Source: an optimization exercise on an open RTL-to-GDS flow (aim: small area and a short achievable clock period). Production flows keep margins and buffers that such runs may drop. The RTL was checked by simulation tests, not by an equivalence proof against the original design.

### flow/run.sh
#!/bin/bash
# The standard layout (standard.sh), with timing repair asked for more setup
# slack than the clock needs, so that it sizes up the critical paths.
export SETUP_SLACK_MARGIN=23

bash standard.sh > standard.log 2>&1
### standard.sh
#!/bin/bash
# synth_recipe.tcl (not shown) runs the flow's synth.tcl, then flattens the netlist and writes it again
# the make line also repeats each setting of config.mk as NAME=value (left out here)
make -C /OpenROAD-flow-scripts/flow DESIGN_CONFIG=/design/flow/config.mk WORK_HOME=/design/flow/orfs CLKGATE_MAP_FILE= SYNTH_SCRIPT=/design/flow/synth_recipe.tcl "${@:-finish}"
### config.mk
export PLATFORM = sky130hd
export DESIGN_NAME = fixed_point_alu
export DESIGN_NICKNAME = fixed_point_alu
export VERILOG_FILES = /design/flow/design.v
export SDC_FILE = /design/flow/constraint.sdc
export NUM_CORES = 4
export LEC_CHECK = 0
export ABC_AREA = 1
export CAP_MARGIN = 20
export CORE_MARGIN = 2
export CORE_UTILIZATION = 40
export SLEW_MARGIN = 20
### constraint.sdc
create_clock -name core_clock -period 60.0 [get_ports {clk}]
set_input_delay 12.0000 -clock core_clock [delete_from_list [all_inputs] [get_ports {clk}]]
set_output_delay 12.0000 -clock core_clock [all_outputs]
set_load 0.01 [all_outputs]
### design.v
module fixed_point_alu (
    input clk,
    input rst,
    input [1:0] op,
    input signed [15:0] a,
    input signed [15:0] b,
    output signed [23:0] out,
    output overflow
);
    wire sub = op[0];
    wire [16:0] bx = {b[15], b} ^ {17{sub}};
    wire [17:0] acy;
    wire [16:0] addsub;
    assign acy[0] = sub;
    genvar ai;
    generate for (ai = 0; ai < 17; ai = ai + 1) begin : asum
        wire xa = (ai == 16) ? a[15] : a[ai];
        assign addsub[ai] = xa ^ bx[ai] ^ acy[ai];
        assign acy[ai+1] = (xa & bx[ai]) | (xa & acy[ai]) | (bx[ai] & acy[ai]);
    end endgenerate
    wire [16:0] bb = {b, 1'b0};
    wire [16:0] ax = {a[15], a};
    wire [17:0] ax2 = {a[15], a, 1'b0};
    wire bone0 = bb[1] ^ bb[0];
    wire btwo0 = (bb[2] & ~bb[1] & ~bb[0]) | (~bb[2] & bb[1] & bb[0]);
    wire bneg0 = bb[2];
    wire [16:0] bpp0 = ({17{bone0}} & ax | {17{btwo0}} & ax2[16:0]) ^ {17{bneg0}};
    wire bone1 = bb[3] ^ bb[2];
    wire btwo1 = (bb[4] & ~bb[3] & ~bb[2]) | (~bb[4] & bb[3] & bb[2]);
    wire bneg1 = bb[4];
    wire [16:0] bpp1 = ({17{bone1}} & ax | {17{btwo1}} & ax2[16:0]) ^ {17{bneg1}};
    wire bone2 = bb[5] ^ bb[4];
    wire btwo2 = (bb[6] & ~bb[5] & ~bb[4]) | (~bb[6] & bb[5] & bb[4]);
    wire bneg2 = bb[6];
    wire [16:0] bpp2 = ({17{bone2}} & ax | {17{btwo2}} & ax2[16:0]) ^ {17{bneg2}};
    wire bone3 = bb[7] ^ bb[6];
    wire btwo3 = (bb[8] & ~bb[7] & ~bb[6]) | (~bb[8] & bb[7] & bb[6]);
    wire bneg3 = bb[8];
    wire [16:0] bpp3 = ({17{bone3}} & ax | {17{btwo3}} & ax2[16:0]) ^ {17{bneg3}};
    wire bone4 = bb[9] ^ bb[8];
    wire btwo4 = (bb[10] & ~bb[9] & ~bb[8]) | (~bb[10] & bb[9] & bb[8]);
    wire bneg4 = bb[10];
    wire [16:0] bpp4 = ({17{bone4}} & ax | {17{btwo4}} & ax2[16:0]) ^ {17{bneg4}};
    wire bone5 = bb[11] ^ bb[10];
    wire btwo5 = (bb[12] & ~bb[11] & ~bb[10]) | (~bb[12] & bb[11] & bb[10]);
    wire bneg5 = bb[12];
    wire [16:0] bpp5 = ({17{bone5}} & ax | {17{btwo5}} & ax2[16:0]) ^ {17{bneg5}};
    wire bone6 = bb[13] ^ bb[12];
    wire btwo6 = (bb[14] & ~bb[13] & ~bb[12]) | (~bb[14] & bb[13] & bb[12]);
    wire bneg6 = bb[14];
    wire [16:0] bpp6 = ({17{bone6}} & ax | {17{btwo6}} & ax2[16:0]) ^ {17{bneg6}};
    wire bone7 = bb[15] ^ bb[14];
    wire btwo7 = (bb[16] & ~bb[15] & ~bb[14]) | (~bb[16] & bb[15] & bb[14]);
    wire bneg7 = bb[16];
    wire [16:0] bpp7 = ({17{bone7}} & ax | {17{btwo7}} & ax2[16:0]) ^ {17{bneg7}};
    wire ms1 = bpp0[10] ^ bpp1[8];
    wire mc2 = bpp0[10] & bpp1[8];
    wire ms3 = bpp0[11] ^ bpp1[9];
    wire mc4 = bpp0[11] & bpp1[9];
    wire ms5 = bpp0[12] ^ bpp1[10] ^ bpp2[8];
    wire mc6 = (bpp0[12] & bpp1[10]) | (bpp0[12] & bpp2[8]) | (bpp1[10] & bpp2[8]);
    wire ms7 = bpp3[6] ^ bpp4[4];
    wire mc8 = bpp3[6] & bpp4[4];
    wire ms9 = bpp0[13] ^ bpp1[11] ^ bpp2[9];
    wire mc10 = (bpp0[13] & bpp1[11]) | (bpp0[13] & bpp2[9]) | (bpp1[11] & bpp2[9]);
    wire ms11 = bpp3[7] ^ bpp4[5];
    wire mc12 = bpp3[7] & bpp4[5];
    wire ms13 = bpp0[14] ^ bpp1[12] ^ bpp2[10];
    wire mc14 = (bpp0[14] & bpp1[12]) | (bpp0[14] & bpp2[10]) | (bpp1[12] & bpp2[10]);
    wire ms15 = bpp3[8] ^ bpp4[6] ^ bpp5[4];
    wire mc16 = (bpp3[8] & bpp4[6]) | (bpp3[8] & bpp5[4]) | (bpp4[6] & bpp5[4]);
    wire ms17 = bpp6[2] ^ bpp7[0];
    wire mc18 = bpp6[2] & bpp7[0];
    wire ms19 = bpp0[15] ^ bpp1[13] ^ bpp2[11];
    wire mc20 = (bpp0[15] & bpp1[13]) | (bpp0[15] & bpp2[11]) | (bpp1[13] & bpp2[11]);
    wire ms21 = bpp3[9] ^ bpp4[7] ^ bpp5[5];
    wire mc22 = (bpp3[9] & bpp4[7]) | (bpp3[9] & bpp5[5]) | (bpp4[7] & bpp5[5]);
    wire ms23 = bpp6[3] ^ bpp7[1];
    wire mc24 = bpp6[3] & bpp7[1];
    wire ms25 = ~bpp0[16] ^ bpp1[14] ^ bpp2[12];
    wire mc26 = (~bpp0[16] & bpp1[14]) | (~bpp0[16] & bpp2[12]) | (bpp1[14] & bpp2[12]);
    wire ms27 = bpp3[10] ^ bpp4[8] ^ bpp5[6];
    wire mc28 = (bpp3[10] & bpp4[8]) | (bpp3[10] & bpp5[6]) | (bpp4[8] & bpp5[6]);
    wire ms29 = bpp6[4] ^ bpp7[2] ^ 1'b1;
    wire mc30 = (bpp6[4] & bpp7[2]) | (bpp6[4] & 1'b1) | (bpp7[2] & 1'b1);
    wire ms31 = bpp1[15] ^ bpp2[13] ^ bpp3[11];
    wire mc32 = (bpp1[15] & bpp2[13]) | (bpp1[15] & bpp3[11]) | (bpp2[13] & bpp3[11]);
    wire ms33 = bpp4[9] ^ bpp5[7] ^ bpp6[5];
    wire mc34 = (bpp4[9] & bpp5[7]) | (bpp4[9] & bpp6[5]) | (bpp5[7] & bpp6[5]);
    wire ms35 = bpp7[3] ^ 1'b1;
    wire mc36 = bpp7[3] & 1'b1;
    wire ms37 = ~bpp1[16] ^ bpp2[14] ^ bpp3[12];
    wire mc38 = (~bpp1[16] & bpp2[14]) | (~bpp1[16] & bpp3[12]) | (bpp2[14] & bpp3[12]);
    wire ms39 = bpp4[10] ^ bpp5[8] ^ bpp6[6];
    wire mc40 = (bpp4[10] & bpp5[8]) | (bpp4[10] & bpp6[6]) | (bpp5[8] & bpp6[6]);
    wire ms41 = bpp2[15] ^ bpp3[13] ^ bpp4[11];
    wire mc42 = (bpp2[15] & bpp3[13]) | (bpp2[15] & bpp4[11]) | (bpp3[13] & bpp4[11]);
    wire ms43 = bpp5[9] ^ bpp6[7];
    wire mc44 = bpp5[9] & bpp6[7];
    wire ms45 = ~bpp2[16] ^ bpp3[14] ^ bpp4[12];
    wire mc46 = (~bpp2[16] & bpp3[14]) | (~bpp2[16] & bpp4[12]) | (bpp3[14] & bpp4[12]);
    wire ms47 = bpp3[15] ^ bpp4[13];
    wire mc48 = bpp3[15] & bpp4[13];
    wire ms49 = bpp0[6] ^ bpp1[4];
    wire mc50 = bpp0[6] & bpp1[4];
    wire ms51 = bpp0[7] ^ bpp1[5];
    wire mc52 = bpp0[7] & bpp1[5];
    wire ms53 = bpp0[8] ^ bpp1[6] ^ bpp2[4];
    wire mc54 = (bpp0[8] & bpp1[6]) | (bpp0[8] & bpp2[4]) | (bpp1[6] & bpp2[4]);
    wire ms55 = bpp3[2] ^ bpp4[0];
    wire mc56 = bpp3[2] & bpp4[0];
    wire ms57 = bpp0[9] ^ bpp1[7] ^ bpp2[5];
    wire mc58 = (bpp0[9] & bpp1[7]) | (bpp0[9] & bpp2[5]) | (bpp1[7] & bpp2[5]);
    wire ms59 = bpp3[3] ^ bpp4[1];
    wire mc60 = bpp3[3] & bpp4[1];
    wire ms61 = bpp2[6] ^ bpp3[4] ^ bpp4[2];
    wire mc62 = (bpp2[6] & bpp3[4]) | (bpp2[6] & bpp4[2]) | (bpp3[4] & bpp4[2]);
    wire ms63 = bpp5[0] ^ bneg5 ^ ms1;
    wire mc64 = (bpp5[0] & bneg5) | (bpp5[0] & ms1) | (bneg5 & ms1);
    wire ms65 = bpp2[7] ^ bpp3[5] ^ bpp4[3];
    wire mc66 = (bpp2[7] & bpp3[5]) | (bpp2[7] & bpp4[3]) | (bpp3[5] & bpp4[3]);
    wire ms67 = bpp5[1] ^ ms3 ^ mc2;
    wire mc68 = (bpp5[1] & ms3) | (bpp5[1] & mc2) | (ms3 & mc2);
    wire ms69 = bpp5[2] ^ bpp6[0] ^ bneg6;
    wire mc70 = (bpp5[2] & bpp6[0]) | (bpp5[2] & bneg6) | (bpp6[0] & bneg6);
    wire ms71 = ms5 ^ ms7 ^ mc4;
    wire mc72 = (ms5 & ms7) | (ms5 & mc4) | (ms7 & mc4);
    wire ms73 = bpp5[3] ^ bpp6[1] ^ ms9;
    wire mc74 = (bpp5[3] & bpp6[1]) | (bpp5[3] & ms9) | (bpp6[1] & ms9);
    wire ms75 = ms11 ^ mc6 ^ mc8;
    wire mc76 = (ms11 & mc6) | (ms11 & mc8) | (mc6 & mc8);
    wire ms77 = bneg7 ^ ms13 ^ ms15;
    wire mc78 = (bneg7 & ms13) | (bneg7 & ms15) | (ms13 & ms15);
    wire ms79 = ms17 ^ mc10 ^ mc12;
    wire mc80 = (ms17 & mc10) | (ms17 & mc12) | (mc10 & mc12);
    wire ms81 = ms19 ^ ms21 ^ ms23;
    wire mc82 = (ms19 & ms21) | (ms19 & ms23) | (ms21 & ms23);
    wire ms83 = mc14 ^ mc16 ^ mc18;
    wire mc84 = (mc14 & mc16) | (mc14 & mc18) | (mc16 & mc18);
    wire ms85 = ms25 ^ ms27 ^ ms29;
    wire mc86 = (ms25 & ms27) | (ms25 & ms29) | (ms27 & ms29);
    wire ms87 = mc20 ^ mc22 ^ mc24;
    wire mc88 = (mc20 & mc22) | (mc20 & mc24) | (mc22 & mc24);
    wire ms89 = ms31 ^ ms33 ^ ms35;
    wire mc90 = (ms31 & ms33) | (ms31 & ms35) | (ms33 & ms35);
    wire ms91 = mc26 ^ mc28 ^ mc30;
    wire mc92 = (mc26 & mc28) | (mc26 & mc30) | (mc28 & mc30);
    wire ms93 = bpp7[4] ^ ms37 ^ ms39;
    wire mc94 = (bpp7[4] & ms37) | (bpp7[4] & ms39) | (ms37 & ms39);
    wire ms95 = mc32 ^ mc34 ^ mc36;
    wire mc96 = (mc32 & mc34) | (mc32 & mc36) | (mc34 & mc36);
    wire ms97 = bpp7[5] ^ 1'b1 ^ ms41;
    wire mc98 = (bpp7[5] & 1'b1) | (bpp7[5] & ms41) | (1'b1 & ms41);
    wire ms99 = ms43 ^ mc38 ^ mc40;
    wire mc100 = (ms43 & mc38) | (ms43 & mc40) | (mc38 & mc40);
    wire ms101 = bpp5[10] ^ bpp6[8] ^ bpp7[6];
    wire mc102 = (bpp5[10] & bpp6[8]) | (bpp5[10] & bpp7[6]) | (bpp6[8] & bpp7[6]);
    wire ms103 = ms45 ^ mc42 ^ mc44;
    wire mc104 = (ms45 & mc42) | (ms45 & mc44) | (mc42 & mc44);
    wire ms105 = bpp5[11] ^ bpp6[9] ^ bpp7[7];
    wire mc106 = (bpp5[11] & bpp6[9]) | (bpp5[11] & bpp7[7]) | (bpp6[9] & bpp7[7]);
    wire ms107 = 1'b1 ^ ms47 ^ mc46;
    wire mc108 = (1'b1 & ms47) | (1'b1 & mc46) | (ms47 & mc46);
    wire ms109 = ~bpp3[16] ^ bpp4[14] ^ bpp5[12];
    wire mc110 = (~bpp3[16] & bpp4[14]) | (~bpp3[16] & bpp5[12]) | (bpp4[14] & bpp5[12]);
    wire ms111 = bpp6[10] ^ bpp7[8] ^ mc48;
    wire mc112 = (bpp6[10] & bpp7[8]) | (bpp6[10] & mc48) | (bpp7[8] & mc48);
    wire ms113 = bpp4[15] ^ bpp5[13] ^ bpp6[11];
    wire mc114 = (bpp4[15] & bpp5[13]) | (bpp4[15] & bpp6[11]) | (bpp5[13] & bpp6[11]);
    wire ms115 = bpp7[9] ^ 1'b1;
    wire mc116 = bpp7[9] & 1'b1;
    wire ms117 = ~bpp4[16] ^ bpp5[14] ^ bpp6[12];
    wire mc118 = (~bpp4[16] & bpp5[14]) | (~bpp4[16] & bpp6[12]) | (bpp5[14] & bpp6[12]);
    wire ms119 = bpp5[15] ^ bpp6[13];
    wire mc120 = bpp5[15] & bpp6[13];
    wire ms121 = bpp0[4] ^ bpp1[2];
    wire mc122 = bpp0[4] & bpp1[2];
    wire ms123 = bpp0[5] ^ bpp1[3];
    wire mc124 = bpp0[5] & bpp1[3];
    wire ms125 = bpp2[2] ^ bpp3[0] ^ bneg3;
    wire mc126 = (bpp2[2] & bpp3[0]) | (bpp2[2] & bneg3) | (bpp3[0] & bneg3);
    wire ms127 = bpp2[3] ^ bpp3[1] ^ ms51;
    wire mc128 = (bpp2[3] & bpp3[1]) | (bpp2[3] & ms51) | (bpp3[1] & ms51);
    wire ms129 = bneg4 ^ ms53 ^ ms55;
    wire mc130 = (bneg4 & ms53) | (bneg4 & ms55) | (ms53 & ms55);
    wire ms131 = ms57 ^ ms59 ^ mc54;
    wire mc132 = (ms57 & ms59) | (ms57 & mc54) | (ms59 & mc54);
    wire ms133 = ms61 ^ ms63 ^ mc58;
    wire mc134 = (ms61 & ms63) | (ms61 & mc58) | (ms63 & mc58);
    wire ms135 = ms65 ^ ms67 ^ mc62;
    wire mc136 = (ms65 & ms67) | (ms65 & mc62) | (ms67 & mc62);
    wire ms137 = ms69 ^ ms71 ^ mc66;
    wire mc138 = (ms69 & ms71) | (ms69 & mc66) | (ms71 & mc66);
    wire ms139 = ms73 ^ ms75 ^ mc70;
    wire mc140 = (ms73 & ms75) | (ms73 & mc70) | (ms75 & mc70);
    wire ms141 = ms77 ^ ms79 ^ mc74;
    wire mc142 = (ms77 & ms79) | (ms77 & mc74) | (ms79 & mc74);
    wire ms143 = ms81 ^ ms83 ^ mc78;
    wire mc144 = (ms81 & ms83) | (ms81 & mc78) | (ms83 & mc78);
    wire ms145 = ms85 ^ ms87 ^ mc82;
    wire mc146 = (ms85 & ms87) | (ms85 & mc82) | (ms87 & mc82);
    wire ms147 = ms89 ^ ms91 ^ mc86;
    wire mc148 = (ms89 & ms91) | (ms89 & mc86) | (ms91 & mc86);
    wire ms149 = ms93 ^ ms95 ^ mc90;
    wire mc150 = (ms93 & ms95) | (ms93 & mc90) | (ms95 & mc90);
    wire ms151 = ms97 ^ ms99 ^ mc94;
    wire mc152 = (ms97 & ms99) | (ms97 & mc94) | (ms99 & mc94);
    wire ms153 = ms101 ^ ms103 ^ mc98;
    wire mc154 = (ms101 & ms103) | (ms101 & mc98) | (ms103 & mc98);
    wire ms155 = ms105 ^ ms107 ^ mc102;
    wire mc156 = (ms105 & ms107) | (ms105 & mc102) | (ms107 & mc102);
    wire ms157 = ms109 ^ ms111 ^ mc106;
    wire mc158 = (ms109 & ms111) | (ms109 & mc106) | (ms111 & mc106);
    wire ms159 = ms113 ^ ms115 ^ mc110;
    wire mc160 = (ms113 & ms115) | (ms113 & mc110) | (ms115 & mc110);
    wire ms161 = bpp7[10] ^ ms117 ^ mc114;
    wire mc162 = (bpp7[10] & ms117) | (bpp7[10] & mc114) | (ms117 & mc114);
    wire ms163 = bpp7[11] ^ 1'b1 ^ ms119;
    wire mc164 = (bpp7[11] & 1'b1) | (bpp7[11] & ms119) | (1'b1 & ms119);
    wire ms165 = ~bpp5[16] ^ bpp6[14] ^ bpp7[12];
    wire mc166 = (~bpp5[16] & bpp6[14]) | (~bpp5[16] & bpp7[12]) | (bpp6[14] & bpp7[12]);
    wire ms167 = bpp6[15] ^ bpp7[13];
    wire mc168 = bpp6[15] & bpp7[13];
    wire ms169 = bpp0[2] ^ bpp1[0];
    wire mc170 = bpp0[2] & bpp1[0];
    wire ms171 = bpp0[3] ^ bpp1[1];
    wire mc172 = bpp0[3] & bpp1[1];
    wire ms173 = bpp2[0] ^ bneg2 ^ ms121;
    wire mc174 = (bpp2[0] & bneg2) | (bpp2[0] & ms121) | (bneg2 & ms121);
    wire ms175 = bpp2[1] ^ ms123 ^ mc122;
    wire mc176 = (bpp2[1] & ms123) | (bpp2[1] & mc122) | (ms123 & mc122);
    wire ms177 = ms49 ^ ms125 ^ mc124;
    wire mc178 = (ms49 & ms125) | (ms49 & mc124) | (ms125 & mc124);
    wire ms179 = mc50 ^ ms127 ^ mc126;
    wire mc180 = (mc50 & ms127) | (mc50 & mc126) | (ms127 & mc126);
    wire ms181 = mc52 ^ ms129 ^ mc128;
    wire mc182 = (mc52 & ms129) | (mc52 & mc128) | (ms129 & mc128);
    wire ms183 = mc56 ^ ms131 ^ mc130;
    wire mc184 = (mc56 & ms131) | (mc56 & mc130) | (ms131 & mc130);
    wire ms185 = mc60 ^ ms133 ^ mc132;
    wire mc186 = (mc60 & ms133) | (mc60 & mc132) | (ms133 & mc132);
    wire ms187 = mc64 ^ ms135 ^ mc134;
    wire mc188 = (mc64 & ms135) | (mc64 & mc134) | (ms135 & mc134);
    wire ms189 = mc68 ^ ms137 ^ mc136;
    wire mc190 = (mc68 & ms137) | (mc68 & mc136) | (ms137 & mc136);
    wire ms191 = mc72 ^ ms139 ^ mc138;
    wire mc192 = (mc72 & ms139) | (mc72 & mc138) | (ms139 & mc138);
    wire ms193 = mc76 ^ ms141 ^ mc140;
    wire mc194 = (mc76 & ms141) | (mc76 & mc140) | (ms141 & mc140);
    wire ms195 = mc80 ^ ms143 ^ mc142;
    wire mc196 = (mc80 & ms143) | (mc80 & mc142) | (ms143 & mc142);
    wire ms197 = mc84 ^ ms145 ^ mc144;
    wire mc198 = (mc84 & ms145) | (mc84 & mc144) | (ms145 & mc144);
    wire ms199 = mc88 ^ ms147 ^ mc146;
    wire mc200 = (mc88 & ms147) | (mc88 & mc146) | (ms147 & mc146);
    wire ms201 = mc92 ^ ms149 ^ mc148;
    wire mc202 = (mc92 & ms149) | (mc92 & mc148) | (ms149 & mc148);
    wire ms203 = mc96 ^ ms151 ^ mc150;
    wire mc204 = (mc96 & ms151) | (mc96 & mc150) | (ms151 & mc150);
    wire ms205 = mc100 ^ ms153 ^ mc152;
    wire mc206 = (mc100 & ms153) | (mc100 & mc152) | (ms153 & mc152);
    wire ms207 = mc104 ^ ms155 ^ mc154;
    wire mc208 = (mc104 & ms155) | (mc104 & mc154) | (ms155 & mc154);
    wire ms209 = mc108 ^ ms157 ^ mc156;
    wire mc210 = (mc108 & ms157) | (mc108 & mc156) | (ms157 & mc156);
    wire ms211 = mc112 ^ ms159 ^ mc158;
    wire mc212 = (mc112 & ms159) | (mc112 & mc158) | (ms159 & mc158);
    wire ms213 = mc116 ^ ms161 ^ mc160;
    wire mc214 = (mc116 & ms161) | (mc116 & mc160) | (ms161 & mc160);
    wire ms215 = mc118 ^ ms163 ^ mc162;
    wire mc216 = (mc118 & ms163) | (mc118 & mc162) | (ms163 & mc162);
    wire ms217 = mc120 ^ ms165 ^ mc164;
    wire mc218 = (mc120 & ms165) | (mc120 & mc164) | (ms165 & mc164);
    wire ms219 = 1'b1 ^ ms167 ^ mc166;
    wire mc220 = (1'b1 & ms167) | (1'b1 & mc166) | (ms167 & mc166);
    wire ms221 = ~bpp6[16] ^ bpp7[14] ^ mc168;
    wire mc222 = (~bpp6[16] & bpp7[14]) | (~bpp6[16] & mc168) | (bpp7[14] & mc168);
    wire ms223 = bpp7[15] ^ 1'b1;
    wire mc224 = bpp7[15] & 1'b1;
    wire [31:0] mra = {1'b1, ~bpp7[16], ms223, ms221, ms219, ms217, ms215, ms213, ms211, ms209, ms207, ms205, ms203, ms201, ms199, ms197, ms195, ms193, ms191, ms189, ms187, ms185, ms183, ms181, ms179, ms177, ms175, ms173, ms171, bneg1, bpp0[1], bpp0[0]};
    wire [31:0] mrb = {1'b0, mc224, mc222, mc220, mc218, mc216, mc214, mc212, mc210, mc208, mc206, mc204, mc202, mc200, mc198, mc196, mc194, mc192, mc190, mc188, mc186, mc184, mc182, mc180, mc178, mc176, mc174, mc172, mc170, ms169, 1'b0, bneg0};
    wire [32:0] mcy;
    wire [31:0] prod;
    assign mcy[0] = 1'b0;
    genvar mi;
    generate for (mi = 0; mi < 32; mi = mi + 1) begin : mcpa
        assign prod[mi] = mra[mi] ^ mrb[mi] ^ mcy[mi];
        assign mcy[mi+1] = (mra[mi] & mrb[mi]) | (mra[mi] & mcy[mi]) | (mrb[mi] & mcy[mi]);
    end endgenerate
    wire [15:0] na = a[15] ? -a : a;
    wire [15:0] E = b[15] ? b : ~b;
    wire cin = ~b[15];
    wire [23:0] N = {na, 8'd0};
    wire [23:0] q1;
    wire [0:0] d1_p23 = N[23];
    wire [1:0] d1_r23_t = {1'b0, d1_p23} + {1'b1, E[0:0]} + cin;
    assign q1[23] = (&E[15:1]) & ~d1_r23_t[1];
    wire [0:0] d1_rn23 = q1[23] ? d1_r23_t[0:0] : d1_p23;
    wire [14:0] d1_rem23 = {14'd0, d1_rn23[0:0]};
    wire [1:0] d1_p22 = {d1_rem23[0:0], N[22]};
    wire [2:0] d1_r22_t = {1'b0, d1_p22} + {1'b1, E[1:0]} + cin;
    assign q1[22] = (&E[15:2]) & ~d1_r22_t[2];
    wire [1:0] d1_rn22 = q1[22] ? d1_r22_t[1:0] : d1_p22;
    wire [14:0] d1_rem22 = {13'd0, d1_rn22[1:0]};
    wire [2:0] d1_p21 = {d1_rem22[1:0], N[21]};
    wire [3:0] d1_r21_t = {1'b0, d1_p21} + {1'b1, E[2:0]} + cin;
    assign q1[21] = (&E[15:3]) & ~d1_r21_t[3];
    wire [2:0] d1_rn21 = q1[21] ? d1_r21_t[2:0] : d1_p21;
    wire [14:0] d1_rem21 = {12'd0, d1_rn21[2:0]};
    wire [3:0] d1_p20 = {d1_rem21[2:0], N[20]};
    wire [4:0] d1_r20_t = {1'b0, d1_p20} + {1'b1, E[3:0]} + cin;
    assign q1[20] = (&E[15:4]) & ~d1_r20_t[4];
    wire [3:0] d1_rn20 = q1[20] ? d1_r20_t[3:0] : d1_p20;
    wire [14:0] d1_rem20 = {11'd0, d1_rn20[3:0]};
    wire [4:0] d1_p19 = {d1_rem20[3:0], N[19]};
    wire [5:0] d1_r19_t = {1'b0, d1_p19} + {1'b1, E[4:0]} + cin;
    assign q1[19] = (&E[15:5]) & ~d1_r19_t[5];
    wire [4:0] d1_rn19 = q1[19] ? d1_r19_t[4:0] : d1_p19;
    wire [14:0] d1_rem19 = {10'd0, d1_rn19[4:0]};
    wire [5:0] d1_p18 = {d1_rem19[4:0], N[18]};
    wire [6:0] d1_r18_t = {1'b0, d1_p18} + {1'b1, E[5:0]} + cin;
    assign q1[18] = (&E[15:6]) & ~d1_r18_t[6];
    wire [5:0] d1_rn18 = q1[18] ? d1_r18_t[5:0] : d1_p18;
    wire [14:0] d1_rem18 = {9'd0, d1_rn18[5:0]};
    wire [6:0] d1_p17 = {d1_rem18[5:0], N[17]};
    wire [7:0] d1_r17_t = {1'b0, d1_p17} + {1'b1, E[6:0]} + cin;
    assign q1[17] = (&E[15:7]) & ~d1_r17_t[7];
    wire [6:0] d1_rn17 = q1[17] ? d1_r17_t[6:0] : d1_p17;
    wire [14:0] d1_rem17 = {8'd0, d1_rn17[6:0]};
    wire [7:0] d1_p16 = {d1_rem17[6:0], N[16]};
    wire [8:0] d1_r16_t = {1'b0, d1_p16} + {1'b1, E[7:0]} + cin;
    assign q1[16] = (&E[15:8]) & ~d1_r16_t[8];
    wire [7:0] d1_rn16 = q1[16] ? d1_r16_t[7:0] : d1_p16;
    wire [14:0] d1_rem16 = {7'd0, d1_rn16[7:0]};
    wire [8:0] d1_p15 = {d1_rem16[7:0], N[15]};
    wire [9:0] d1_r15_t = {1'b0, d1_p15} + {1'b1, E[8:0]} + cin;
    assign q1[15] = (&E[15:9]) & ~d1_r15_t[9];
    wire [8:0] d1_rn15 = q1[15] ? d1_r15_t[8:0] : d1_p15;
    wire [14:0] d1_rem15 = {6'd0, d1_rn15[8:0]};
    wire [9:0] d1_p14 = {d1_rem15[8:0], N[14]};
    wire [10:0] d1_r14_t = {1'b0, d1_p14} + {1'b1, E[9:0]} + cin;
    assign q1[14] = (&E[15:10]) & ~d1_r14_t[10];
    wire [9:0] d1_rn14 = q1[14] ? d1_r14_t[9:0] : d1_p14;
    wire [14:0] d1_rem14 = {5'd0, d1_rn14[9:0]};
    wire [10:0] d1_p13 = {d1_rem14[9:0], N[13]};
    wire [11:0] d1_r13_t = {1'b0, d1_p13} + {1'b1, E[10:0]} + cin;
    assign q1[13] = (&E[15:11]) & ~d1_r13_t[11];
    wire [10:0] d1_rn13 = q1[13] ? d1_r13_t[10:0] : d1_p13;
    wire [14:0] d1_rem13 = {4'd0, d1_rn13[10:0]};
    wire [11:0] d1_p12 = {d1_rem13[10:0], N[12]};
    wire [12:0] d1_r12_t = {1'b0, d1_p12} + {1'b1, E[11:0]} + cin;
    assign q1[12] = (&E[15:12]) & ~d1_r12_t[12];
    wire [11:0] d1_rn12 = q1[12] ? d1_r12_t[11:0] : d1_p12;
    wire [14:0] d1_rem12 = {3'd0, d1_rn12[11:0]};
    wire [12:0] d1_p11 = {d1_rem12[11:0], N[11]};
    wire [13:0] d1_r11_t = {1'b0, d1_p11} + {1'b1, E[12:0]} + cin;
    assign q1[11] = (&E[15:13]) & ~d1_r11_t[13];
    wire [12:0] d1_rn11 = q1[11] ? d1_r11_t[12:0] : d1_p11;
    wire [14:0] d1_rem11 = {2'd0, d1_rn11[12:0]};
    wire [13:0] d1_p10 = {d1_rem11[12:0], N[10]};
    wire [14:0] d1_r10_t = {1'b0, d1_p10} + {1'b1, E[13:0]} + cin;
    assign q1[10] = (&E[15:14]) & ~d1_r10_t[14];
    wire [13:0] d1_rn10 = q1[10] ? d1_r10_t[13:0] : d1_p10;
    wire [14:0] d1_rem10 = {1'd0, d1_rn10[13:0]};
    reg [1:0] op_r;
    reg [23:0] res_r;   
    reg [14:0] e_r;     
    reg cin_r, a15_r;
    reg [4:0] remh_r;   
    reg [1:0] n_r;     
    always @(posedge clk or posedge rst) begin
        if (rst) begin
            op_r <= 2'd0;
            res_r <= 24'd0;
        end else begin
            op_r <= op;
            case (op)
                2'b00, 2'b01: res_r <= {{7{addsub[16]}}, addsub};
                2'b10: res_r <= prod[31:8];
                default: res_r <= {q1[23:10], d1_rem10[9:0]};
            endcase
        end
    end
    always @(posedge clk) begin
        e_r <= E[14:0];
        cin_r <= cin;
        a15_r <= a[15];
        n_r <= na[1:0];
        remh_r <= d1_rem10[14:10];
    end
    wire [15:0] E2 = {1'b1, e_r};
    wire [14:0] rem2 = {remh_r, res_r[9:0]};
    wire [23:0] N2 = {14'd0, n_r, 8'd0};
    wire [23:0] q;
    assign q[23:10] = res_r[23:10];
    wire [14:0] d2_p9 = {rem2[13:0], N2[9]};
    wire [15:0] d2_r9_t = {1'b0, d2_p9} + {1'b1, E2[14:0]} + cin_r;
    assign q[9] = (&E2[15:15]) & ~d2_r9_t[15];
    wire [14:0] d2_rn9 = q[9] ? d2_r9_t[14:0] : d2_p9;
    wire [14:0] d2_rem9 = d2_rn9[14:0];
    wire [15:0] d2_p8 = {d2_rem9[14:0], N2[8]};
    wire [16:0] d2_r8_t = {1'b0, d2_p8} + {1'b1, E2[15:0]} + cin_r;
    assign q[8] = 1'b1 & ~d2_r8_t[16];
    wire [15:0] d2_rn8 = q[8] ? d2_r8_t[15:0] : d2_p8;
    wire [14:0] d2_rem8 = d2_rn8[14:0];
    wire [15:0] d2_p7 = {d2_rem8[14:0], N2[7]};
    wire [16:0] d2_r7_t = {1'b0, d2_p7} + {1'b1, E2[15:0]} + cin_r;
    assign q[7] = 1'b1 & ~d2_r7_t[16];
    wire [15:0] d2_rn7 = q[7] ? d2_r7_t[15:0] : d2_p7;
    wire [14:0] d2_rem7 = d2_rn7[14:0];
    wire [15:0] d2_p6 = {d2_rem7[14:0], N2[6]};
    wire [16:0] d2_r6_t = {1'b0, d2_p6} + {1'b1, E2[15:0]} + cin_r;
    assign q[6] = 1'b1 & ~d2_r6_t[16];
    wire [15:0] d2_rn6 = q[6] ? d2_r6_t[15:0] : d2_p6;
    wire [14:0] d2_rem6 = d2_rn6[14:0];
    wire [15:0] d2_p5 = {d2_rem6[14:0], N2[5]};
    wire [16:0] d2_r5_t = {1'b0, d2_p5} + {1'b1, E2[15:0]} + cin_r;
    assign q[5] = 1'b1 & ~d2_r5_t[16];
    wire [15:0] d2_rn5 = q[5] ? d2_r5_t[15:0] : d2_p5;
    wire [14:0] d2_rem5 = d2_rn5[14:0];
    wire [15:0] d2_p4 = {d2_rem5[14:0], N2[4]};
    wire [16:0] d2_r4_t = {1'b0, d2_p4} + {1'b1, E2[15:0]} + cin_r;
    assign q[4] = 1'b1 & ~d2_r4_t[16];
    wire [15:0] d2_rn4 = q[4] ? d2_r4_t[15:0] : d2_p4;
    wire [14:0] d2_rem4 = d2_rn4[14:0];
    wire [15:0] d2_p3 = {d2_rem4[14:0], N2[3]};
    wire [16:0] d2_r3_t = {1'b0, d2_p3} + {1'b1, E2[15:0]} + cin_r;
    assign q[3] = 1'b1 & ~d2_r3_t[16];
    wire [15:0] d2_rn3 = q[3] ? d2_r3_t[15:0] : d2_p3;
    wire [14:0] d2_rem3 = d2_rn3[14:0];
    wire [15:0] d2_p2 = {d2_rem3[14:0], N2[2]};
    wire [16:0] d2_r2_t = {1'b0, d2_p2} + {1'b1, E2[15:0]} + cin_r;
    assign q[2] = 1'b1 & ~d2_r2_t[16];
    wire [15:0] d2_rn2 = q[2] ? d2_r2_t[15:0] : d2_p2;
    wire [14:0] d2_rem2 = d2_rn2[14:0];
    wire [15:0] d2_p1 = {d2_rem2[14:0], N2[1]};
    wire [16:0] d2_r1_t = {1'b0, d2_p1} + {1'b1, E2[15:0]} + cin_r;
    assign q[1] = 1'b1 & ~d2_r1_t[16];
    wire [15:0] d2_rn1 = q[1] ? d2_r1_t[15:0] : d2_p1;
    wire [14:0] d2_rem1 = d2_rn1[14:0];
    wire [15:0] d2_p0 = {d2_rem1[14:0], N2[0]};
    wire [16:0] d2_r0_t = {1'b0, d2_p0} + {1'b1, E2[15:0]} + cin_r;
    assign q[0] = 1'b1 & ~d2_r0_t[16];
    wire [15:0] d2_rn0 = q[0] ? d2_r0_t[15:0] : d2_p0;
    wire [14:0] d2_rem0 = d2_rn0[14:0];
    wire sgn = a15_r ^ ~cin_r;
    wire bz = cin_r & (&e_r);
    wire [23:0] qs;
    assign qs[0] = q[0];
    genvar qi;
    generate for (qi = 1; qi < 24; qi = qi + 1) begin : qneg
        assign qs[qi] = q[qi] ^ (sgn & (|q[qi-1:0]));
    end endgenerate
    wire div = op_r[1] & op_r[0];
    assign out = !div ? res_r : bz ? {a15_r, {23{~a15_r}}} : qs;
    assign overflow = div & bz;
endmodule
==> out/metrics.yaml, run 1 <==
status: "no timing/DRC/antenna violations"
syn_nets: 3644
final-hold-violation-count: 0
cp.arrival_ps: 35490
postRouteAntennaNets: 0
async_flop_share: 0.5306
start_util: 0.4061
final_net_count: 3756
fillers: 5518
path_class: "in2reg"
worstMarginPinSlew_ps: 940.6
grtUsageTotal: 0.2485
ys_warn_count: 1
syn_to_final_growth_pct: 14.04
slew_headroom: 0.3723
hold_path_class: "in2async"
fmax_mhz: 28.31
gp_congestion: 0.9436
fin_hold_ws_ps: 12070
die_area_sq_um: 55430
grt_pass1_wl_microns: 110800
port_buffers: 60
die_h_microns: 235.4
ios: 61
critPathMaxFanout: 13
ctsHoldBuffers: 0
clock_path_buffers: 2
crit_path_frequent_cell: "nand2_1"
worst_setup_path_end_kind: "flop"
drtIter0Drc: 1820
vias: 21810
finalSetupViolCount: 0
regArea_sq_um: 1115
synth_edf_count: 0
slowest_stage: "clkdlybuf4s50_1"
grt_antenna_before_repair: 1
dr.pass1.iters: 6
critPathLaunchType: "input port"
drive_gt1_frac: 0.1057
netlist_area_sq_um: 21430
core-area_sq_um: 52760
clock-sinks: 49
clockRootBuffer: "clkbuf_16"
multi_input_area_sq_um: 18780
min_period_over_period: 0.5888
cts_made_buffers: 5
drc: 0
drv_cap: 0
critPathLaunch: "b[5]"
fin_crit_ps: 35330
grt_max_degree: 38
wl_per_cell_microns: 18.05
ys_seq_area_frac: 0.05186
avgSynthCellArea_sq_um: 6.681
grt_setup_unrepaired: "no"
vias_per_cell: 5.440
num_rows: 84
synthDistinctLibCells: 58
syn_inst: 3207
cpPeakStageDelay_ps: 940
synthFlopType: "dfrtp_1"
hpwlAfterDp_microns: 54760
ys_ff_latch: 49
setup_tns_ps: 0
drt-total-wl_microns: 72380
grt_pass1_vias: 20470
grt_overflow_total: 0
htree_levels: 2
die_w_microns: 235.4
crit_end: "res_r[10]$_DFF_PP0_"
clk_pin_slew_ps: 70
drv_slew: 0
cts_tree: "built"
worstPathRequired_ps: 60170
critical path: cells and delay by family:
kind | cells | cell delay [ps]
AO/OA/AOI/OAI | 57 | 8210
AND/OR/NAND/NOR | 57 | 6250
adder cells (fa/ha/maj) | 13 | 4790
buffers and inverters | 14 | 2330
XOR/XNOR | 8 | 1600
multiplexers | 1 | 260
worst min-delay path by stage:
stage,from,endpoint,slack [ps],cells after the start
floorplan,a[15],a15_r$_DFF_P_,12030,0
detailed placement,rst,res_r[4]$_DFF_PP0_,12720,2
global route,rst,res_r[8]$_DFF_PP0_,12120,2
global placement,a[0],n_r[0]$_DFF_P_,12710,1
finish,rst,res_r[3]$_DFF_PP0_,12070,2
CTS,a[0],n_r[0]$_DFF_P_,12170,1
routing by layer:
metal / global-route usage / share of wire / vias up
li1: - / - / 10860
met1: 0.3361 / 0.45 / 10070
met2: 0.4086 / 0.45 / 741
met3: 0.03377 / 0.069 / 140
met4: 0.07933 / 0.035 / 2
met5: 0 / 0.00017 / -
layout by cell type (no fill, tap or decap), types with 8 or more instances in the layout:
cell type	synthesis	layout
nand2_1	691	680
inv_1	407	393
xor2_1	267	261
ha_1	257	253
a21oi_1	241	222
o21ai_0	208	172
nand3_1	162	160
nor2_1	163	150
fa_1	144	140
buf_4	2	127
o22ai_1	118	118
xnor2_1	76	69
clkdlybuf4s50_1	0	57
o21ai_1	18	40
o21bai_1	46	37
nand2_2	17	27
nand4_1	26	26
dfrtp_1	26	26
dfxtp_1	23	22
a21oi_2	2	21
nor3_1	21	21
inv_2	17	19
clkinv_1	20	17
o211ai_1	17	17
or2_2	15	15
o21ai_2	1	15
and2_1	13	13
nor2_2	2	11
nor2_4	2	11
nand3b_1	10	10
o21bai_2	0	9
nand3_2	9	8
o2111ai_1	8	8
synth_stat cells, drive strengths merged, types with 5 or more instances:
| master | instances | share of area |
|---|---|---|
| or2 | 17 | 0.0050 |
| nor2 | 167 | 0.030 |
| nand2 | 711 | 0.13 |
| o21bai | 46 | 0.016 |
| dfxtp | 23 | 0.021 |
| xor2 | 267 | 0.11 |
| dfrtp | 26 | 0.030 |
| ha | 257 | 0.15 |
| mux2i | 5 | 0.0023 |
| nand4 | 26 | 0.0076 |
| maj3 | 6 | 0.0028 |
| a21oi | 244 | 0.058 |
| o21ai | 227 | 0.053 |
| o211ai | 17 | 0.0060 |
| o221ai | 5 | 0.0020 |
| fa | 144 | 0.13 |
| a21boi | 5 | 0.0018 |
| clkbuf | 75 | 0.013 |
| o2111ai | 8 | 0.0033 |
| o31ai | 5 | 0.0018 |
| nand3b | 10 | 0.0035 |
| and2 | 13 | 0.0038 |
| o22ai | 118 | 0.034 |
| nand3 | 175 | 0.045 |
| nor3 | 25 | 0.0071 |
| a21o | 7 | 0.0025 |
| clkinv | 20 | 0.0035 |
| a211oi | 7 | 0.0025 |
| inv | 424 | 0.074 |
| xnor2 | 76 | 0.031 |
| buf | 30 | 0.0082 |
sequential cells by signal, indices dropped and copies added (netlist names):
| register | count |
|---|---|
| cin_r | 1 |
| a15_r | 1 |
| n_r | 2 |
| e_r | 15 |
| res_r | 24 |
| remh_r | 4 |
| op_r | 2 |
kinds of logic after synthesis:
kind of cell | synth area share
AND/OR/NAND/NOR | 0.2320
AO/OA/AOI/OAI | 0.1870
buffers and inverters | 0.09916
adder cells (fa/ha/maj) | 0.2874
XOR/XNOR | 0.1402
flip-flops | 0.05186
multiplexers | 0.002336
layout make-up:
class	instances	share of cell area
diodes	1	0.0001024
clock buffers	6	0.005684
clock inverters	2	0.0007169
inverters	444	0.07138
multi-input cells	2618	0.7685
flip-flops and latches	49	0.04562
well taps	688	0.03523
repair buffers	196	0.07148
repair inverters	5	0.001280
repair_timing:
action	4_1_cts	5_1_grt
buffers inserted	10	75
gates resized for setup	49	154
cloned	4	12
pin swaps	3	46
setup endpoints to repair	40	40
through the flow:
step | cells | worst slack (ps) | util | area [sq um]
global route | 4008 | 22640 | 0.4631 | 24430
floorplan | 3207 | 24750 | - | 21430
finish | 4009 | 24670 | 0.4631 | 24430
global placement | 3898 | 20220 | 0.4323 | 22810
detailed placement | 3898 | 19370 | 0.4323 | 22810
CTS | 3920 | 22980 | 0.4402 | 23220
==> run 2, diff against run 1 <==
==> run.sh (new file) <==
#!/bin/bash
# synth_recipe.tcl (not shown) runs the flow's synth.tcl, then flattens the netlist and writes it again
# the make line also repeats each setting of config.mk as NAME=value (left out here)
make -C /OpenROAD-flow-scripts/flow DESIGN_CONFIG=/design/flow/config.mk WORK_HOME=/design/flow/orfs CLKGATE_MAP_FILE= SYNTH_SCRIPT=/design/flow/synth_recipe.tcl finish
removed: flow/run.sh
removed: standard.sh
==> run 2 against run 1 <==
  * Sequential cell count is the same
  * Die area stayed put
  * Still clean
  * Sequential share of layout area increased by 0.27 points
==> out/metrics.yaml, run 2 <==
status: "no timing/DRC/antenna violations"
clockRootBuffer: "clkbuf_16"
synthFlopType: "dfrtp_1"
largestRegisters: "res_r (24), e_r (15), remh_r (4)"
largest_reg_flops: 24
worstMarginPinSlew_ps: 947.8
grtUsageTotal: 0.2463
clock_path_buffers: 2
ys_ff_latch: 49
clock-sinks: 49
slowest_stage: "clkinv_1"
synthAdderAreaFrac: 0.2874
post_cts_resized: 0
synthDistinctLibCells: 58
final_net_count: 3655
grt_overflow_total: 0
worst_setup_path_end_kind: "flop"
crit_path_frequent_cell: "nand2_1"
drt-total-wl_microns: 69320
top_register: "res_r"
vias: 21160
cts_tree: "built"
syn_to_final_growth_pct: 7.306
grt_pass1_wl_microns: 109900
grt_setup_unrepaired: "no"
slew_headroom: 0.3674
muxShareOfSynthArea: 0.002336
drv_cap: 0
die_w_microns: 235.4
grt_pass1_vias: 20360
worstPathRequired_ps: 60210
final-hold-violation-count: 0
synth_top_area_frac: 0.1501
ctsHoldBuffers: 0
drtIter0Drc: 1627
wl_per_cell_microns: 17.74
htree_levels: 2
start_util: 0.4061
ys_top_cells_by_area: "ha_1 15%, fa_1 13%, nand2_1 12%"
min_period_over_period: 0.6772
core-area_sq_um: 52760
synth_most_common_cell: "nand2_1"
port_buffers: 60
hpwlAfterDp_microns: 54760
critPathMaxFanout: 25
critPathLaunchType: "input port"
cpPeakStageDelay_ps: 600
yosysTopAreaCell: "ha_1"
die_h_microns: 235.4
synth_compound_area_frac: 0.1870
vias_per_cell: 5.415
syn_inst: 3207
synthXorXnorAreaFrac: 0.1402
synth_top_family_by_area: "adder cells"
drv_slew: 0
setup_tns_ps: 0
ys_seq_area_frac: 0.05186
ios: 61
synth_edf_count: 0
grt_max_degree: 38
dp_cells: 3898
cp.arrival_ps: 40840
drc: 0
die_area_sq_um: 55430
netlist_top_cells_count: "691 x nand2_1, 407 x inv_1, 267 x xor2_1"
postRouteAntennaNets: 0
post-cts-setup-buffers: 0
ys_warn_count: 1
final_area_sq_um: 22990
fmax_mhz: 24.61
grt_antenna_before_repair: 1
final_cell_mix: "691 x nand2_1, 407 x inv_1, 267 x xor2_1"
yosys.area_share.simple: 0.2320
gp_congestion: 0.9436
dr.pass1.iters: 6
avgSynthCellArea_sq_um: 6.681
path_class: "in2reg"
antenna_cells: 0
async_flop_share: 0.5306
final_common_cell: "nand2_1"
cts_made_buffers: 5
fin_crit_ps: 40630
num_rows: 84
hold_path_class: "in2async"
finalSetupViolCount: 0
netlist_area_sq_um: 21430
layoutNonFillerInstCount: 3907
fillers: 5613
place_area_sq_um: 22810
drive_gt1_frac: 0.04318
syn_nets: 3644
clk_pin_slew_ps: 70
## run 2: cell counts after synthesis
Identical to the previous run, type by type.
## run 2: stage by stage
step / util / setup WS (ps) / hold slack, ps
floorplan: - / 24750 / 12030
global placement: 0.4323 / 20220 / 12710
detailed placement: 0.4323 / 19370 / 12720
CTS: 0.4352 / 19560 / 12400
global route: 0.4358 / 15620 / 12120
finish: 0.4358 / 19370 / 12070
## run 2: how the worst max path moves through the flow
stage | startpoint | to | slack (ps)
2_1_floorplan | b[15] | res_r[7]$_DFF_PP0_ | 24750
3_3_place_gp | b[15] | res_r[1]$_DFF_PP0_ | 20220
3_5_place_dp | b[15] | res_r[1]$_DFF_PP0_ | 19370
4_1_cts | b[15] | res_r[8]$_DFF_PP0_ | 19560
5_1_grt | b[15] | res_r[7]$_DFF_PP0_ | 15620
6_report | b[15] | res_r[8]$_DFF_PP0_ | 19370
## run 2: final cells by class
class,instances,area (sq um),share of cell area
sequential,49,1111,0.04833
inverter,444,1667,0.07249
multi-input combinational,2609,18210,0.7919
clock buffer,6,138.9,0.006041
tap,688,860.8,0.03744
timing repair buffer,109,988.4,0.04299
clock inverter,2,17.52,0.0007619
## run 2: kinds of logic after synthesis
| group | after synthesis |
|---|---|
| buf+inv | 549 |
| fa+ha+maj | 407 |
| flops | 49 |
| simple gates | 1149 |
| compound gates | 705 |
| xor+xnor | 343 |
| mux | 5 |
## run 2: layer usage
layer	part of all wire	global-route usage
met1	0.45	0.3323
met2	0.44	0.4025
met3	0.072	0.03553
met4	0.034	0.08280
met5	0.00017	0
## run 2: worst max-delay path, delay by kind of cell
kind | cells | cell delay [ps]
fa+ha+maj | 13 | 4600
xor+xnor | 12 | 2550
buf+inv | 20 | 3490
simple gates | 69 | 10710
compound gates | 50 | 7450
==> run 3, diff against run 2 <==
--- a/design.v
+++ b/design.v
@@ -357,17 +357,12 @@
     assign q1[11] = (&E[15:13]) & ~d1_r11_t[13];
     wire [12:0] d1_rn11 = q1[11] ? d1_r11_t[12:0] : d1_p11;
     wire [14:0] d1_rem11 = {2'd0, d1_rn11[12:0]};
-    wire [13:0] d1_p10 = {d1_rem11[12:0], N[10]};
-    wire [14:0] d1_r10_t = {1'b0, d1_p10} + {1'b1, E[13:0]} + cin;
-    assign q1[10] = (&E[15:14]) & ~d1_r10_t[14];
-    wire [13:0] d1_rn10 = q1[10] ? d1_r10_t[13:0] : d1_p10;
-    wire [14:0] d1_rem10 = {1'd0, d1_rn10[13:0]};
     reg [1:0] op_r;
     reg [23:0] res_r;   
     reg [14:0] e_r;     
     reg cin_r, a15_r;
-    reg [4:0] remh_r;   
-    reg [1:0] n_r;     
+    reg [3:0] remh_r;   
+    reg [2:0] n_r;     
     always @(posedge clk or posedge rst) begin
         if (rst) begin
             op_r <= 2'd0;
@@ -377,7 +372,7 @@
             case (op)
                 2'b00, 2'b01: res_r <= {{7{addsub[16]}}, addsub};
                 2'b10: res_r <= prod[31:8];
-                default: res_r <= {q1[23:10], d1_rem10[9:0]};
+                default: res_r <= {q1[23:11], d1_rem11[10:0]};
             endcase
         end
     end
@@ -385,15 +380,20 @@
         e_r <= E[14:0];
         cin_r <= cin;
         a15_r <= a[15];
-        n_r <= na[1:0];
-        remh_r <= d1_rem10[14:10];
+        n_r <= na[2:0];
+        remh_r <= d1_rem11[14:11];
     end
     wire [15:0] E2 = {1'b1, e_r};
-    wire [14:0] rem2 = {remh_r, res_r[9:0]};
-    wire [23:0] N2 = {14'd0, n_r, 8'd0};
+    wire [14:0] rem2 = {remh_r, res_r[10:0]};
+    wire [23:0] N2 = {13'd0, n_r, 8'd0};
     wire [23:0] q;
-    assign q[23:10] = res_r[23:10];
-    wire [14:0] d2_p9 = {rem2[13:0], N2[9]};
+    assign q[23:11] = res_r[23:11];
+    wire [13:0] d2_p10 = {rem2[12:0], N2[10]};
+    wire [14:0] d2_r10_t = {1'b0, d2_p10} + {1'b1, E2[13:0]} + cin_r;
+    assign q[10] = (&E2[15:14]) & ~d2_r10_t[14];
+    wire [13:0] d2_rn10 = q[10] ? d2_r10_t[13:0] : d2_p10;
+    wire [14:0] d2_rem10 = {1'd0, d2_rn10[13:0]};
+    wire [14:0] d2_p9 = {d2_rem10[13:0], N2[9]};
     wire [15:0] d2_r9_t = {1'b0, d2_p9} + {1'b1, E2[14:0]} + cin_r;
     assign q[9] = (&E2[15:15]) & ~d2_r9_t[15];
     wire [14:0] d2_rn9 = q[9] ? d2_r9_t[14:0] : d2_p9;
==> flow/run.sh (new file) <==
#!/bin/bash
# Standard layout, with timing repair asked for more setup slack than the
# clock needs, so that the critical paths get sized up.
export SETUP_SLACK_MARGIN=20
bash standard.sh > standard.log 2>&1
==> standard.sh (new file) <==
#!/bin/bash
# synth_recipe.tcl (not shown) runs the flow's synth.tcl, then flattens the netlist and writes it again
# the make line also repeats each setting of config.mk as NAME=value (left out here)
make -C /OpenROAD-flow-scripts/flow DESIGN_CONFIG=/design/flow/config.mk WORK_HOME=/design/flow/orfs CLKGATE_MAP_FILE= SYNTH_SCRIPT=/design/flow/synth_recipe.tcl "${@:-finish}"
removed: run.sh
==> run 3 against run 2 <==
  * Non-clock buffer count unchanged
  * Cell count rose by 0.95%
  * Die area grew 1.2%
  * Synthesized cell count grew 0.78%
  * Wire length up 2.6%
  * Utilization decreased by 0.10 points
  * Critical path depth shrank 21
  * Critical endpoint is now out[10]
==> out/metrics.yaml, run 3 <==
status: "no timing/DRC/antenna violations"
start_util: 0.4038
synth_top_family_by_area: "adder cells"
ys_ff_latch: 48
postRouteAntennaNets: 0
clk_pin_slew_ps: 70
fmax_mhz: 26.71
ys_top_cells_by_area: "ha_1 15%, fa_1 13%, nand2_1 12%"
final-hold-violation-count: 0
netlist_area_sq_um: 21690
ys_seq_area_frac: 0.05030
globalRouteMet1Util: 0.3402
critPathMaxFanout: 27
use_met3: 0.01644
clockRootBuffer: "clkbuf_16"
vias_per_cell: 5.446
syn_to_final_growth_pct: 7.655
top_register: "res_r"
critPathLaunchType: "flop"
synth_top_area_frac: 0.1523
drtIter0Drc: 1868
dr.pass1.iters: 6
drv_cap: 0
cts_tree: "built"
worst_setup_path_end_kind: "primary output"
wl_per_cell_microns: 18.03
synth_most_common_cell: "nand2_1"
largest_reg_flops: 24
use_met2: 0.4252
yosysTopAreaCell: "ha_1"
cpPeakStageDelay_ps: 600
hpwlAfterDp_microns: 56640
final_common_cell: "nand2_1"
hold_path_class: "in2async"
worstMarginPinSlew_ps: 956.3
grt_setup_unrepaired: "yes"
clock-sinks: 48
die_area_sq_um: 56100
avgSynthCellArea_sq_um: 6.711
grt_pass1_wl_microns: 112400
slew_headroom: 0.3604
path_class: "reg2out"
die_h_microns: 236.9
htree_levels: 2
muxShareOfSynthArea: 0.001904
busiest_layer: "met2"
synthAdderAreaFrac: 0.2889
gp_congestion: 0.9380
syn_nets: 3677
slowest_stage: "clkdlybuf4s50_1"
grt_overflow_total: 0
finalSetupViolCount: 0
grt_antenna_before_repair: 3
grtUsageTotal: 0.2501
final_net_count: 3691
drc: 0
fillers: 5676
cts_made_buffers: 5
crit_path_frequent_cell: "nand2_1"
crit_cells: 143
final_cell_mix: "665 x nand2_1, 423 x inv_1, 274 x xor2_1"
setup_tns_ps: 0
grt_pass1_vias: 20590
async_flop_share: 0.5417
yosys.area_share.simple: 0.2280
cp.arrival_ps: 25440
largestRegisters: "res_r (24), e_r (15), n_r (3)"
die_w_microns: 236.9
synthXorXnorAreaFrac: 0.1401
drv_slew: 0
clock_path_buffers: 2
ctsHoldBuffers: 0
fin_crit_ps: 37440
worstPathRequired_ps: 48000
num_rows: 85
ios: 61
synthDistinctLibCells: 64
core-area_sq_um: 53710
synth_edf_count: 0
port_buffers: 60
cp_top_family: "compound AO/OA/AOI/OAI gates"
netlist_top_cells_count: "667 x nand2_1, 428 x inv_1, 274 x xor2_1"
syn_inst: 3232
synthFlopType: "dfrtp_1"
drive_gt1_frac: 0.05020
drt-total-wl_microns: 71100
path_buf_inv: 16
grt_max_degree: 39
min_period_over_period: 0.6240
vias: 21480
synth_compound_area_frac: 0.1901
ys_warn_count: 1
==> run 3: cell count changes after synthesis, moves of 7 or more <==
cell,previous run,this run
a21o_1,7,16
a21oi_1,241,230
ha_1,257,264
inv_1,407,428
nand2_1,691,667
nand2_4,2,10
o21ai_1,18,46
o21bai_1,46,32
xor2_1,267,274
==> run 3: path summary, 6_finish.rpt <==
path                       slack (ps)             endpoint      startpoint
max                             22560              out[10]  e_r[1]$_DFF_P_
min                             12230   res_r[5]$_DFF_PP0_             rst
max in group asynchronous       47330  res_r[14]$_DFF_PP0_             rst
min in group core_clock         12390       n_r[0]$_DFF_P_            a[0]
==> run 3: final cells by class <==
type / instances / area, sq um / area share
Timing Repair Buffer: 109 / 980.9 / 0.04201
Sequential cell: 48 / 1094 / 0.04683
Inverter: 458 / 1743 / 0.07464
Multi-Input combinational cell: 2621 / 18500 / 0.7921
Antenna cell: 1 / 2.502 / 0.0001072
Clock buffer: 5 / 125.1 / 0.005358
Timing Repair inverter: 3 / 20.02 / 0.0008574
Tap cell: 696 / 870.8 / 0.03730
Clock inverter: 3 / 18.77 / 0.0008038
==> run 3: what timing repair did <==
item	CTS	global route
buffers inserted	0	7
cloned	0	4
resized for setup	1	45
pin swaps	0	2
setup endpoints to repair	6	30
==> run 3: layer usage <==
layer	up-vias	wire [microns]
met5	-	0
met4	0	2244
met3	117	3784
met2	677	33070
met1	9963	32000
li1	10720	-
==> run 3: kinds of logic after synthesis <==
kind of cell	after synthesis
flops	48
xor+xnor	347
mux	4
compound gates	726
simple gates	1128
buf+inv	564
fa+ha+maj	415
==> run 3: per-stage QoR <==
stage	util	instances	area (sq um)	setup WS [ps]	hold WS, ps
detailed placement	0.4287	3924	23030	20320	12700
finish	0.4348	3944	23350	22560	12230
floorplan	-	3232	21690	24430	12030
CTS	0.4315	3932	23170	20040	12380
global placement	0.4287	3924	23030	20220	12690
global route	0.4347	3943	23350	19920	12310
==> run 4, diff against run 3 <==
==> flow/run.sh (replaced) <==
#!/bin/bash
# Standard layout, with timing repair asked for more setup slack than the
# clock needs, so that the critical paths get sized up.
export SETUP_SLACK_MARGIN=30
bash standard.sh > standard.log 2>&1
==> run 4 against run 3 <==
  * Still clean
  * Sequential share of layout area down 1.2 points
  * Wire length increased by 22%
  * Synthesized area did not move
  * Global-route usage is 3.3 points higher
  * Clock-buffer cell count increased by 1
  * Via count is 16% higher
  * Maximum frequency grew 16%
  * Critical endpoint is now out[9]
  * Highest routed layer is now met5
==> out/metrics.yaml, run 4 <==
status: "no timing/DRC/antenna violations"
critPathMaxFanout: 8
holdPathEnd: "e_r[0]$_DFF_P_"
synthDistinctLibCells: 64
slew_headroom: 0.1644
htree_levels: 2
fin_util: 0.5927
ys_ff_latch: 48
worst_setup_path_end_kind: "primary output"
grt_overflow_total: 0
final-hold-violation-count: 0
dr.pass1.iters: 7
largestRegisters: "res_r (24), e_r (15), n_r (3)"
num_rows: 85
crit_path_frequent_cell: "buf_4"
critPathLaunchType: "flop"
yosysTopAreaCell: "ha_1"
ys_warn_count: 1
die_area_sq_um: 56100
port_buffers: 60
ctsHoldBuffers: 0
drv_cap: 0
cpPeakStageDelay_ps: 450
hpwlAfterDp_microns: 56560
layoutNonFillerInstCount: 4420
final_cell_mix: "531 x nand2_1, 428 x buf_4, 377 x inv_1"
final_net_count: 4168
start_util: 0.4038
synth_most_common_cell: "nand2_1"
finalSetupViolCount: 0
multi_input_area_sq_um: 22790
fin_crit_ps: 32380
final_common_cell: "nand2_1"
core-area_sq_um: 53710
final_area_sq_um: 31830
syn_nets: 3677
clockRootBuffer: "clkbuf_16"
synth_top_area_frac: 0.1523
synth_edf_count: 0
top_register: "res_r"
grt_max_degree: 39
drc: 0
grt_antenna_before_repair: 2
grt_setup_unrepaired: "yes"
setup_ws_ps: 27620
cp.arrival_ps: 20380
cts_tree: "built"
die_h_microns: 236.9
hold_path_class: "in2reg"
slowest_stage: "o21ai_0"
dpl_worst_slack_ps: 24310
holdPathStages: 2
clk_pin_slew_ps: 60
worstMarginPinSlew_ps: 1246
cts_made_buffers: 5
path_class: "reg2out"
drt-total-wl_microns: 86750
fmax_mhz: 30.88
min_from: "b[15]"
drtIter0Drc: 1978
avgSynthCellArea_sq_um: 6.711
fin_hold_ws_ps: 12030
grtUsageTotal: 0.2830
grt_pass1_wl_microns: 127000
syn_to_final_growth_pct: 46.76
largest_reg_flops: 24
setup_tns_ps: 0
gp_congestion: 0.9346
worstPathRequired_ps: 48000
ys_seq_area_frac: 0.05030
min_period_over_period: 0.5397
die_w_microns: 236.9
netlist_area_sq_um: 21690
antenna_cells: 0
clock_path_buffers: 2
ys_top_cells_by_area: "ha_1 15%, fa_1 13%, nand2_1 12%"
vias: 24890
place_area_sq_um: 23950
wl_per_cell_microns: 19.63
syn_inst: 3232
clock-sinks: 48
drive_gt1_frac: 0.3558
regArea_sq_um: 1119
drv_slew: 0
fillers: 4667
synthFlopType: "dfrtp_1"
vias_per_cell: 5.630
netlist_top_cells_count: "667 x nand2_1, 428 x inv_1, 274 x xor2_1"
postRouteAntennaNets: 0
dp_cells: 3926
ios: 61
async_flop_share: 0.5417
grt_pass1_vias: 23630
## run 4: cell counts after synthesis
Identical to the previous run, type by type.
## run 4: final cells by class
cell class / count / area share
Tap cell: 696 / 0.02736
Inverter: 458 / 0.05912
Multi-Input combinational cell: 2634 / 0.7160
Timing Repair Buffer: 565 / 0.1540
Clock inverter: 2 / 0.001101
Timing Repair inverter: 11 / 0.003184
Sequential cell: 48 / 0.03514
Clock buffer: 6 / 0.004049
## run 4: layer usage
metal,vias up,wire [microns],share of wire,GRT usage
met5,-,13,0.00015,0
met4,2,4540,0.052,0.1093
met3,324,6026,0.069,0.02390
met2,1106,40470,0.47,0.4872
met1,11750,35710,0.41,0.3673
li1,11710,-,-,-
## run 4: kinds of logic (layout without fill, tap and decap cells)
kind of cell               after synthesis  in the layout  synth area share
buffers and inverters                  564           1042            0.1006
xor gates and xnor gates               347            347            0.1401
and+or+nand+nor                       1128           1141            0.2280
adders and majority gates              415            415            0.2889
muxes                                    4              4          0.001904
AOI/OAI and AO/OA                      726            727            0.1901
DFF                                     48             48           0.05030
## run 4: worst max-delay path by stage
stage / slack (ps) / cells past startpoint / start / end
floorplan: 28040 / 162 / e_r[1]$_DFF_P_ / out[4]
global placement: 24660 / 148 / b[14] / res_r[10]$_DFF_PP0_
detailed placement: 24310 / 145 / e_r[1]$_DFF_P_ / out[9]
CTS: 28260 / 147 / n_r[2]$_DFF_P_ / out[12]
global route: 26600 / 153 / e_r[0]$_DFF_P_ / out[23]
finish: 27620 / 149 / e_r[0]$_DFF_P_ / out[9]
## run 4: critical path: cells and delay by family (launching register included)
kind,cells,cell delay (ps)
compound gates,36,5270
flops,1,370
buf+inv,53,5990
simple gates,46,4630
xor+xnor,3,470
fa+ha+maj,11,3340
## run 4: what timing repair did
action | in CTS | in global routing
resized for setup | 516 | 497
pin swaps | 261 | 315
setup buffers | 298 | 161
gates cloned | 23 | 3
endpoints found under the setup margin | 40 | 39

[what the ideal ports hide]
Ports are ideal in the flow. The routed layouts listed here were re-timed in OpenROAD. Step 1 (the two cells are an assumption about what drives the block):
set clk [get_ports {clk}]
set_driving_cell -lib_cell sky130_fd_sc_hd__clkbuf_16 $clk
set_driving_cell -lib_cell sky130_fd_sc_hd__buf_2 [delete_from_list [all_inputs] $clk]
Step 2 moves the port delays by t, midway between the first and last clock arrival at a register: inputs arrive t later, outputs are due t later. That takes back most of the time a late clock gives input paths. Three values: ideal, step 1, step 2; two values: the first two.
| run | t, ns | setup slack, ns | worst setup path at the end |
|---|---|---|---|
| run 1 | 0.330 | 24.673 / 24.688 / 24.358 | input to register |
| run 2 | 0.326 | 19.369 / 19.385 / 19.059 | input to register |
| run 3 | 0.330 | 22.558 / 22.518 / 22.686 | input to register |
| run 4 | 0.330 | 27.617 / 27.573 / 27.903 | register to output |
After both steps every run listed still meets setup and hold. For run 1, which loses most, drivers alone change the setup slack by +0.015 ns; drivers and shift together by -0.315 ns.
